This is an optimization exercise on Yosys and OpenROAD, whose aim is small area, not a production implementation.
RTL that was checked went through simulation tests only; none was proved equivalent to the original.
No activity file was given, so power comes from the tool's default toggle rates.

==> inputs of run F <==
// db_filter
module db_filter ( clk,
					 rst, 
					 bs_luma,
					 bs_chroma_1, 
					 bs_chroma_2, 
                     qp1_i, qp2_i,
					 select,
					 p3_1_i, p2_1_i, p1_1_i, p0_1_i, q0_1_i, q1_1_i, q2_1_i, q3_1_i,
                     p3_2_i, p2_2_i, p1_2_i, p0_2_i, q0_2_i, q1_2_i, q2_2_i, q3_2_i,
                     p3_3_i, p2_3_i, p1_3_i, p0_3_i, q0_3_i, q1_3_i, q2_3_i, q3_3_i,
                     p3_4_i, p2_4_i, p1_4_i, p0_4_i, q0_4_i, q1_4_i, q2_4_i, q3_4_i,
					 p3_1_o, p2_1_o, p1_1_o, p0_1_o, q0_1_o, q1_1_o, q2_1_o, q3_1_o,
                     p3_2_o, p2_2_o, p1_2_o, p0_2_o, q0_2_o, q1_2_o, q2_2_o, q3_2_o,
                     p3_3_o, p2_3_o, p1_3_o, p0_3_o, q0_3_o, q1_3_o, q2_3_o, q3_3_o,
                     p3_4_o, p2_4_o, p1_4_o, p0_4_o, q0_4_o, q1_4_o, q2_4_o, q3_4_o
                    );
==> module beta_test, before the edit <==
module beta_test (a, b, nbeta1, ok, dv);
input  [7:0] a, b;
input  [4:0] nbeta1;
output       ok;
output [5:0] dv;                      
wire [7:0] d;
wire       co;
rca #(8) sub (.a(a), .b(~b), .ci(1'b1), .s(d), .co(co));
wire s = ~co;                         
wire [4:0] x = d[4:0] ^ {5{s}};       
wire c5;
rcc #(5) cmp (.a(x), .b(nbeta1), .ci(s), .co(c5));
assign ok = ~c5 & (d[7:5] == {3{s}});
assign dv = {s, d[4:0]};
endmodule
==> module line_pre, before the edit <==
module line_pre ( pix, en, nalpha1, nts1, nbeta1, tc0_l, ntc0_l, tc_c,
                  edge_on, ap, aq, con_s, dm, clip_l, clip_c, difp, difq );
input  [63:0] pix;       
input         en;        
input  [7:0]  nalpha1;   
input  [7:0]  nts1;      
input  [4:0]  nbeta1;    
input  [4:0]  tc0_l;     
input  [5:0]  ntc0_l;    
input  [4:0]  tc_c;      
output        edge_on, ap, aq, con_s;
output [5:0]  dm;
output        clip_l, clip_c;
output [5:0]  difp, difq;
wire [7:0] p2 = pix[55:48], p1 = pix[47:40], p0 = pix[39:32];
wire [7:0] q0 = pix[31:24], q1 = pix[23:16], q2 = pix[15:8];
wire [8:0] e;                                    
wire       e_co;
rca #(8) sub_e (.a(q0), .b(~p0), .ci(1'b1), .s(e[7:0]), .co(e_co));
assign e[8] = ~e_co;
wire       e_s = e[8];
wire [7:0] e_x = e[7:0] ^ {8{e_s}};
wire ca, cs;
rcc #(8) cmp_a (.a(e_x), .b(nalpha1), .ci(e_s), .co(ca));
rcc #(8) cmp_s (.a(e_x), .b(nts1),    .ci(e_s), .co(cs));
assign con_s = ~cs;
wire b_p1, b_q1;
wire [5:0] dp1, dq1, dp2, dq2;        
beta_test bt_p1 (.a(p1), .b(p0), .nbeta1(nbeta1), .ok(b_p1), .dv(dp1));
beta_test bt_q1 (.a(q1), .b(q0), .nbeta1(nbeta1), .ok(b_q1), .dv(dq1));
beta_test bt_p2 (.a(p2), .b(p0), .nbeta1(nbeta1), .ok(ap),   .dv(dp2));
beta_test bt_q2 (.a(q2), .b(q0), .nbeta1(nbeta1), .ok(aq),   .dv(dq2));
assign edge_on = en & ~ca & b_p1 & b_q1;
wire [8:0] u;                                    
wire       u_co;
rca #(8) sub_u (.a(p1), .b(~q1), .ci(1'b1), .s(u[7:0]), .co(u_co));
assign u[8] = ~u_co;
wire [9:0] w;
wire       w_co;
rca #(10) add_w (.a({e_s, e}), .b({u[8], u[8], u[8], u[8:2]}), .ci(1'b1), .s(w), .co(w_co));
wire [8:0] delta = w[9:1];
wire       s     = delta[8];
wire [7:0] y     = delta[7:0] ^ {8{s}};    
wire       big   = |y[7:5];                
assign dm = {s, delta[4:0]};
wire [4:0] dd;
wire       dc;
rca #(5) sub_d (.a(y[4:0]), .b(~tc0_l), .ci(s), .s(dd), .co(dc));
assign clip_l = big | (dc & ((~ap & ~aq) | ((ap ^ aq) & (|dd)) | (ap & aq & (|dd[4:1]))));
wire cc5;
rcc #(5) cmp_c (.a(y[4:0]), .b(~tc_c), .ci(s), .co(cc5));
assign clip_c = big | cc5;
wire [6:0] xp, xq;                               
wire       xp_co, xq_co;
rca #(7) sub_xp (.a({dp2[5], dp2}), .b(~{dp1, 1'b0}), .ci(1'b1), .s(xp), .co(xp_co));
rca #(7) sub_xq (.a({dq2[5], dq2}), .b(~{dq1, 1'b0}), .ci(1'b1), .s(xq), .co(xq_co));
wire [8:0] zp, zq;
wire       zp_co, zq_co;
rca #(9) add_zp (.a({xp[6], xp[6], xp}), .b({e[8], e[8:1]}), .ci(e[0]), .s(zp), .co(zp_co));
rca #(9) sub_zq (.a({xq[6], xq[6], xq}), .b(~{e[8], e[8:1]}), .ci(1'b1), .s(zq), .co(zq_co));
p1_pre pp (.t(zp[8:1]), .tc0(tc0_l), .ntc0(ntc0_l), .dif(difp));
p1_pre pq (.t(zq[8:1]), .tc0(tc0_l), .ntc0(ntc0_l), .dif(difq));
endmodule
==> module p1_pre, before the edit <==
module p1_pre (t, tc0, ntc0, dif);
input  [7:0] t;
input  [4:0] tc0;
input  [5:0] ntc0;
output [5:0] dif;
wire       t_s  = t[7];
wire [6:0] t_y  = t[6:0] ^ {7{t_s}};
wire       c5;
rcc #(5) cmp (.a(t_y[4:0]), .b(~tc0), .ci(t_s), .co(c5));
wire       clip = (|t_y[6:5]) | c5;
assign dif = clip ? (t_s ? ntc0 : {1'b0, tc0}) : t[5:0];
endmodule
==> flow/config.mk <==
export PLATFORM = sky130hd
export DESIGN_NAME = db_filter
export DESIGN_NICKNAME = db_filter
export VERILOG_FILES = /design/flow/design.v
export SDC_FILE = /design/flow/constraint.sdc
export NUM_CORES = 8
export LEC_CHECK = 0
export CAP_MARGIN = 20
export CORE_MARGIN = 2
export CORE_UTILIZATION = 65
export SETUP_SLACK_MARGIN = 0.1
export SLEW_MARGIN = 20
==> flow/constraint.sdc <==
create_clock -name core_clock -period 9.0 [get_ports {clk}]
set_input_delay 1.8000 -clock core_clock [delete_from_list [all_inputs] [get_ports {clk}]]
set_output_delay 1.8000 -clock core_clock [all_outputs]
set_load 0.01 [all_outputs]
standard.sh (not shown) runs the stock make flow with config.mk's settings and CLKGATE_MAP_FILE= SYNTH_SCRIPT=/design/flow/synth_recipe.tcl, a recipe that flattens the netlist after the stock synthesis.
==> flow/flow/run.sh <==
#!/bin/bash
set -euo pipefail
HERE=$(pwd)
FLOWDIR=$HERE/flow

# ORFS synth.tcl with the ABC script replaced by ours
sed -e "s#-script \$abc_script#-script $FLOWDIR/abc_area.script#" \
    $FLOW_HOME/scripts/synth_preamble.tcl > $HERE/my_synth_preamble.tcl
sed -e "s#source \$::env(SCRIPTS_DIR)/synth_preamble.tcl#source $HERE/my_synth_preamble.tcl#" \
    -e "s#extract_fa {\*}\[dont_use_extract_fa_args\]#extract_fa -fa#" \
    $FLOW_HOME/scripts/synth.tcl > $HERE/my_synth.tcl
grep -q "my_synth_preamble.tcl" $HERE/my_synth.tcl
grep -q "extract_fa -fa" $HERE/my_synth.tcl
grep -q "$FLOWDIR/abc_area.script" $HERE/my_synth_preamble.tcl
# The standard flow's synthesis script, sourcing the modified synth.tcl
sed -e "s#source \$::env(SCRIPTS_DIR)/synth.tcl#source $HERE/my_synth.tcl#" \
    $HERE/synth_recipe.tcl > $HERE/my_synth_recipe.tcl
grep -q "my_synth.tcl" $HERE/my_synth_recipe.tcl
# standard.sh with our synthesis script
sed -e "s#SYNTH_SCRIPT=[^ ]*#SYNTH_SCRIPT=$HERE/my_synth_recipe.tcl#" $HERE/standard.sh > $HERE/my_standard.sh
grep -q "my_synth_recipe.tcl" $HERE/my_standard.sh

export SYNTH_ARGS="-noabc"
export BUFFER_PORTS_ARGS="-buffer_cell sky130_fd_sc_hd__buf_1"
if [[ -s $FLOWDIR/cts_args.txt ]]; then
  export CTS_ARGS="$(cat $FLOWDIR/cts_args.txt)"
fi
bash $HERE/my_standard.sh > $HERE/standard.log 2>&1
==> flow/flow/abc_area.script <==
strash
dch -f
amap -A 1000 -F 1000
==> flow/flow/cts_args.txt <==
-sink_clustering_enable -repair_clock_nets -dont_use_dummy_load -buf_list sky130_fd_sc_hd__clkbuf_8 -sink_clustering_size 18 -sink_clustering_max_diameter 70
==> inputs of run Z, as changes to run F <==
--- a/flow/design.v
+++ b/flow/design.v
@@ -97,24 +97,22 @@
 generate for (i = 0; i < W; i = i + 1) begin : bit_
 	assign c[i+1] = (a[i] & b[i]) | (c[i] & (a[i] | b[i]));
 end endgenerate
 assign co = c[W];
 endmodule
-module beta_test (a, b, nbeta1, ok, dv);
+module beta_test (a, b, nbeta1, ok);
 input  [7:0] a, b;
 input  [4:0] nbeta1;
 output       ok;
-output [5:0] dv;                      
 wire [7:0] d;
 wire       co;
 rca #(8) sub (.a(a), .b(~b), .ci(1'b1), .s(d), .co(co));
 wire s = ~co;                         
 wire [4:0] x = d[4:0] ^ {5{s}};       
 wire c5;
 rcc #(5) cmp (.a(x), .b(nbeta1), .ci(s), .co(c5));
 assign ok = ~c5 & (d[7:5] == {3{s}});
-assign dv = {s, d[4:0]};
 endmodule
 module line_pre ( pix, en, nalpha1, nts1, nbeta1, tc0_l, ntc0_l, tc_c,
                   edge_on, ap, aq, con_s, dm, clip_l, clip_c, difp, difq );
 input  [63:0] pix;       
 input         en;        
@@ -139,15 +137,14 @@
 wire ca, cs;
 rcc #(8) cmp_a (.a(e_x), .b(nalpha1), .ci(e_s), .co(ca));
 rcc #(8) cmp_s (.a(e_x), .b(nts1),    .ci(e_s), .co(cs));
 assign con_s = ~cs;
 wire b_p1, b_q1;
-wire [5:0] dp1, dq1, dp2, dq2;        
-beta_test bt_p1 (.a(p1), .b(p0), .nbeta1(nbeta1), .ok(b_p1), .dv(dp1));
-beta_test bt_q1 (.a(q1), .b(q0), .nbeta1(nbeta1), .ok(b_q1), .dv(dq1));
-beta_test bt_p2 (.a(p2), .b(p0), .nbeta1(nbeta1), .ok(ap),   .dv(dp2));
-beta_test bt_q2 (.a(q2), .b(q0), .nbeta1(nbeta1), .ok(aq),   .dv(dq2));
+beta_test bt_p1 (.a(p1), .b(p0), .nbeta1(nbeta1), .ok(b_p1));
+beta_test bt_q1 (.a(q1), .b(q0), .nbeta1(nbeta1), .ok(b_q1));
+beta_test bt_p2 (.a(p2), .b(p0), .nbeta1(nbeta1), .ok(ap));
+beta_test bt_q2 (.a(q2), .b(q0), .nbeta1(nbeta1), .ok(aq));
 assign edge_on = en & ~ca & b_p1 & b_q1;
 wire [8:0] u;                                    
 wire       u_co;
 rca #(8) sub_u (.a(p1), .b(~q1), .ci(1'b1), .s(u[7:0]), .co(u_co));
 assign u[8] = ~u_co;
@@ -164,31 +161,33 @@
 rca #(5) sub_d (.a(y[4:0]), .b(~tc0_l), .ci(s), .s(dd), .co(dc));
 assign clip_l = big | (dc & ((~ap & ~aq) | ((ap ^ aq) & (|dd)) | (ap & aq & (|dd[4:1]))));
 wire cc5;
 rcc #(5) cmp_c (.a(y[4:0]), .b(~tc_c), .ci(s), .co(cc5));
 assign clip_c = big | cc5;
-wire [6:0] xp, xq;                               
-wire       xp_co, xq_co;
-rca #(7) sub_xp (.a({dp2[5], dp2}), .b(~{dp1, 1'b0}), .ci(1'b1), .s(xp), .co(xp_co));
-rca #(7) sub_xq (.a({dq2[5], dq2}), .b(~{dq1, 1'b0}), .ci(1'b1), .s(xq), .co(xq_co));
-wire [8:0] zp, zq;
-wire       zp_co, zq_co;
-rca #(9) add_zp (.a({xp[6], xp[6], xp}), .b({e[8], e[8:1]}), .ci(e[0]), .s(zp), .co(zp_co));
-rca #(9) sub_zq (.a({xq[6], xq[6], xq}), .b(~{e[8], e[8:1]}), .ci(1'b1), .s(zq), .co(zq_co));
-p1_pre pp (.t(zp[8:1]), .tc0(tc0_l), .ntc0(ntc0_l), .dif(difp));
-p1_pre pq (.t(zq[8:1]), .tc0(tc0_l), .ntc0(ntc0_l), .dif(difq));
+wire [8:0] a_c;
+rca #(8) add_a (.a(p0), .b(q0), .ci(1'b1), .s(a_c[7:0]), .co(a_c[8]));
+wire [7:0] avg = a_c[8:1];
+p1_pre pp (.x2(p2), .x1(p1), .avg(avg), .tc0(tc0_l), .ntc0(ntc0_l), .dif(difp));
+p1_pre pq (.x2(q2), .x1(q1), .avg(avg), .tc0(tc0_l), .ntc0(ntc0_l), .dif(difq));
 endmodule
-module p1_pre (t, tc0, ntc0, dif);
-input  [7:0] t;
+module p1_pre (x2, x1, avg, tc0, ntc0, dif);
+input  [7:0] x2, x1, avg;
 input  [4:0] tc0;
 input  [5:0] ntc0;
 output [5:0] dif;
-wire       t_s  = t[7];
-wire [6:0] t_y  = t[6:0] ^ {7{t_s}};
+wire [7:0] h_s;
+wire       h_co;
+rca #(8) add_h (.a(x2), .b(avg), .ci(1'b0), .s(h_s), .co(h_co));
+wire [7:0] h = {h_co, h_s[7:1]};
+wire [7:0] t;
+wire       t_co;
+rca #(8) sub_t (.a(h), .b(~x1), .ci(1'b1), .s(t), .co(t_co));
+wire       t_s  = ~t_co;
+wire [7:0] t_y  = t ^ {8{t_s}};
 wire       c5;
 rcc #(5) cmp (.a(t_y[4:0]), .b(~tc0), .ci(t_s), .co(c5));
-wire       clip = (|t_y[6:5]) | c5;
+wire       clip = (|t_y[7:5]) | c5;
 assign dif = clip ? (t_s ? ntc0 : {1'b0, tc0}) : t[5:0];
 endmodule
 module add_clip (x, z, ci, y);
 input  [7:0] x;
 input  [5:0] z;
@@ -324,11 +323,11 @@
 output [7:0] p3_1_o, p2_1_o, p1_1_o, p0_1_o, q0_1_o, q1_1_o, q2_1_o, q3_1_o;
 output [7:0] p3_2_o, p2_2_o, p1_2_o, p0_2_o, q0_2_o, q1_2_o, q2_2_o, q3_2_o;
 output [7:0] p3_3_o, p2_3_o, p1_3_o, p0_3_o, q0_3_o, q1_3_o, q2_3_o, q3_3_o;
 output [7:0] p3_4_o, p2_4_o, p1_4_o, p0_4_o, q0_4_o, q1_4_o, q2_4_o, q3_4_o;
 wire [6:0] qpav1 = qp1_i + qp2_i + 7'd1;
-wire [5:0] index = qpav1[6:1];
+wire [5:0] index = (qpav1[6:1] >= 6'd51) ? 6'd51 : qpav1[6:1];
 wire [255:0] pix_i = {p3_1_i, p2_1_i, p1_1_i, p0_1_i, q0_1_i, q1_1_i, q2_1_i, q3_1_i,
                       p3_2_i, p2_2_i, p1_2_i, p0_2_i, q0_2_i, q1_2_i, q2_2_i, q3_2_i,
                       p3_3_i, p2_3_i, p1_3_i, p0_3_i, q0_3_i, q1_3_i, q2_3_i, q3_3_i,
                       p3_4_i, p2_4_i, p1_4_i, p0_4_i, q0_4_i, q1_4_i, q2_4_i, q3_4_i};
 reg [255:0] pix_1;
==> flow/flow/abc_area.script (replaced) <==
strash
dch -f
amap
strash
dch -f
amap
==> flow/flow/cts_args.txt (replaced) <==
-sink_clustering_enable -repair_clock_nets -dont_use_dummy_load -buf_list sky130_fd_sc_hd__clkbuf_16 -sink_clustering_size 20 -sink_clustering_max_diameter 50
CORE_UTILIZATION = 40   (was 65)
SETUP_SLACK_MARGIN = not set   (was 0.1)
==> inputs of run E, as changes to run F <==
--- a/flow/design.v
+++ b/flow/design.v
@@ -97,24 +97,22 @@
 generate for (i = 0; i < W; i = i + 1) begin : bit_
 	assign c[i+1] = (a[i] & b[i]) | (c[i] & (a[i] | b[i]));
 end endgenerate
 assign co = c[W];
 endmodule
-module beta_test (a, b, nbeta1, ok, dv);
+module beta_test (a, b, nbeta1, ok);
 input  [7:0] a, b;
 input  [4:0] nbeta1;
 output       ok;
-output [5:0] dv;                      
 wire [7:0] d;
 wire       co;
 rca #(8) sub (.a(a), .b(~b), .ci(1'b1), .s(d), .co(co));
 wire s = ~co;                         
 wire [4:0] x = d[4:0] ^ {5{s}};       
 wire c5;
 rcc #(5) cmp (.a(x), .b(nbeta1), .ci(s), .co(c5));
 assign ok = ~c5 & (d[7:5] == {3{s}});
-assign dv = {s, d[4:0]};
 endmodule
 module line_pre ( pix, en, nalpha1, nts1, nbeta1, tc0_l, ntc0_l, tc_c,
                   edge_on, ap, aq, con_s, dm, clip_l, clip_c, difp, difq );
 input  [63:0] pix;       
 input         en;        
@@ -139,15 +137,14 @@
 wire ca, cs;
 rcc #(8) cmp_a (.a(e_x), .b(nalpha1), .ci(e_s), .co(ca));
 rcc #(8) cmp_s (.a(e_x), .b(nts1),    .ci(e_s), .co(cs));
 assign con_s = ~cs;
 wire b_p1, b_q1;
-wire [5:0] dp1, dq1, dp2, dq2;        
-beta_test bt_p1 (.a(p1), .b(p0), .nbeta1(nbeta1), .ok(b_p1), .dv(dp1));
-beta_test bt_q1 (.a(q1), .b(q0), .nbeta1(nbeta1), .ok(b_q1), .dv(dq1));
-beta_test bt_p2 (.a(p2), .b(p0), .nbeta1(nbeta1), .ok(ap),   .dv(dp2));
-beta_test bt_q2 (.a(q2), .b(q0), .nbeta1(nbeta1), .ok(aq),   .dv(dq2));
+beta_test bt_p1 (.a(p1), .b(p0), .nbeta1(nbeta1), .ok(b_p1));
+beta_test bt_q1 (.a(q1), .b(q0), .nbeta1(nbeta1), .ok(b_q1));
+beta_test bt_p2 (.a(p2), .b(p0), .nbeta1(nbeta1), .ok(ap));
+beta_test bt_q2 (.a(q2), .b(q0), .nbeta1(nbeta1), .ok(aq));
 assign edge_on = en & ~ca & b_p1 & b_q1;
 wire [8:0] u;                                    
 wire       u_co;
 rca #(8) sub_u (.a(p1), .b(~q1), .ci(1'b1), .s(u[7:0]), .co(u_co));
 assign u[8] = ~u_co;
@@ -164,31 +161,33 @@
 rca #(5) sub_d (.a(y[4:0]), .b(~tc0_l), .ci(s), .s(dd), .co(dc));
 assign clip_l = big | (dc & ((~ap & ~aq) | ((ap ^ aq) & (|dd)) | (ap & aq & (|dd[4:1]))));
 wire cc5;
 rcc #(5) cmp_c (.a(y[4:0]), .b(~tc_c), .ci(s), .co(cc5));
 assign clip_c = big | cc5;
-wire [6:0] xp, xq;                               
-wire       xp_co, xq_co;
-rca #(7) sub_xp (.a({dp2[5], dp2}), .b(~{dp1, 1'b0}), .ci(1'b1), .s(xp), .co(xp_co));
-rca #(7) sub_xq (.a({dq2[5], dq2}), .b(~{dq1, 1'b0}), .ci(1'b1), .s(xq), .co(xq_co));
-wire [8:0] zp, zq;
-wire       zp_co, zq_co;
-rca #(9) add_zp (.a({xp[6], xp[6], xp}), .b({e[8], e[8:1]}), .ci(e[0]), .s(zp), .co(zp_co));
-rca #(9) sub_zq (.a({xq[6], xq[6], xq}), .b(~{e[8], e[8:1]}), .ci(1'b1), .s(zq), .co(zq_co));
-p1_pre pp (.t(zp[8:1]), .tc0(tc0_l), .ntc0(ntc0_l), .dif(difp));
-p1_pre pq (.t(zq[8:1]), .tc0(tc0_l), .ntc0(ntc0_l), .dif(difq));
+wire [8:0] a_c;
+rca #(8) add_a (.a(p0), .b(q0), .ci(1'b1), .s(a_c[7:0]), .co(a_c[8]));
+wire [7:0] avg = a_c[8:1];
+p1_pre pp (.x2(p2), .x1(p1), .avg(avg), .tc0(tc0_l), .ntc0(ntc0_l), .dif(difp));
+p1_pre pq (.x2(q2), .x1(q1), .avg(avg), .tc0(tc0_l), .ntc0(ntc0_l), .dif(difq));
 endmodule
-module p1_pre (t, tc0, ntc0, dif);
-input  [7:0] t;
+module p1_pre (x2, x1, avg, tc0, ntc0, dif);
+input  [7:0] x2, x1, avg;
 input  [4:0] tc0;
 input  [5:0] ntc0;
 output [5:0] dif;
-wire       t_s  = t[7];
-wire [6:0] t_y  = t[6:0] ^ {7{t_s}};
+wire [7:0] h_s;
+wire       h_co;
+rca #(8) add_h (.a(x2), .b(avg), .ci(1'b0), .s(h_s), .co(h_co));
+wire [7:0] h = {h_co, h_s[7:1]};
+wire [7:0] t;
+wire       t_co;
+rca #(8) sub_t (.a(h), .b(~x1), .ci(1'b1), .s(t), .co(t_co));
+wire       t_s  = ~t_co;
+wire [7:0] t_y  = t ^ {8{t_s}};
 wire       c5;
 rcc #(5) cmp (.a(t_y[4:0]), .b(~tc0), .ci(t_s), .co(c5));
-wire       clip = (|t_y[6:5]) | c5;
+wire       clip = (|t_y[7:5]) | c5;
 assign dif = clip ? (t_s ? ntc0 : {1'b0, tc0}) : t[5:0];
 endmodule
 module add_clip (x, z, ci, y);
 input  [7:0] x;
 input  [5:0] z;
==> flow/flow/abc_area.script (replaced) <==
strash
dch -f
amap
strash
dch -f
amap
CORE_UTILIZATION = 50   (was 65)
SETUP_SLACK_MARGIN = not set   (was 0.1)
==> qor summary <==
| item | run E | run F | run Z |
|---|---|---|---|
| Design Area, Final | 52600 um2 | 50900 um2 | 54400 um2 |
| Post-Route Utilization | 0.555 | 0.714 | 0.460 |
| Status | timing/DRC/antenna clean | timing/DRC/antenna clean | timing/DRC/antenna clean |
| Startpoint of the lowest-slack register-to-register path | pix_1[17] | pix_1[144] | pix_1[81] |
| P_comb | 0.00692 W | 0.00728 W | 0.00698 W |
| Number of buffers and inverters on the critical path | 2 | 2 | 6 |
| Setup repair after global routing missed its margin | - | yes | yes |
| Met1 layer wirelength in the final routing | 65600 um | 54800 um | 66400 um |
| Post-synthesis share of cell area spent on and, or, nand and nor gates | 0.0892 | 0.0709 | 0.0885 |
| Sequential share of power | 0.294 | 0.286 | 0.262 |
| Worst reg-to-reg setup slack | 0.66 ns | 0.69 ns | 0.42 ns |
| Wire length of the first global-routing pass | 232000 um | 216000 um | 237000 um |
| Met3 routing resource usage after global routing | 0.0406 | 0.0926 | 0.0367 |
| Die X-Extent | 313 um | 272 um | 350 um |
| Pwr/cell area | 226 nW/um2 | 239 nW/um2 | 246 nW/um2 |
| Fillers | 8374 | 5225 | 11000 |
| Total core area | 94700 um2 | 71400 um2 | 118000 um2 |
| Non-clock buffer count in the final layout | 612 | 590 | 623 |
| Setup WS pre-CTS | 0.346 ns | 0.519 ns | -0.192 ns |
| Clock buffer count from CTS | 52 | 50 | 89 |
| Nonclk inv count | 481 | 522 | 475 |
| Launching element of the worst setup path | pix_2[24] | pix_2[88] | select |
Only the layout flow was run in run Z; the RTL was not checked for function there.

==> what the ideal ports hide <==
The flow's constraints put no driver on any port. The routed layouts listed below were extracted and timed again, unchanged, in two steps.
Step 1 (the two cells are an assumption about what drives the block):
set clk [get_ports {clk}]
set_driving_cell -lib_cell sky130_fd_sc_hd__clkbuf_16 $clk
set_driving_cell -lib_cell sky130_fd_sc_hd__buf_2 [delete_from_list [all_inputs] $clk]
Step 2, shift: input delay + t, output delay - t, t = (earliest + latest rising clock arrival at the registers) / 2. This alone moves slack from input paths to output paths.
Slacks: ideal ports / drivers / drivers and shift; pairs: ideal ports / drivers.
run	shift t [ns]	setup WS [ns]	worst setup path after step 2	slew at the worst register clock pin (ns)	pins driven straight from the clock port
run F	0.754	0.203 / 0.136 / 0.408	input to output	0.11 / 0.11	1
run Z	0.716	0.171 / 0.070 / 0.070	input to output	0.07 / 0.07	1
run E	0.816	0.194 / 0.124 / 0.275	input to output	0.12 / 0.12	1
After both steps every run listed still meets setup and hold. For run Z, which loses most, drivers alone change the setup slack by -0.101 ns; drivers and shift together by -0.101 ns.
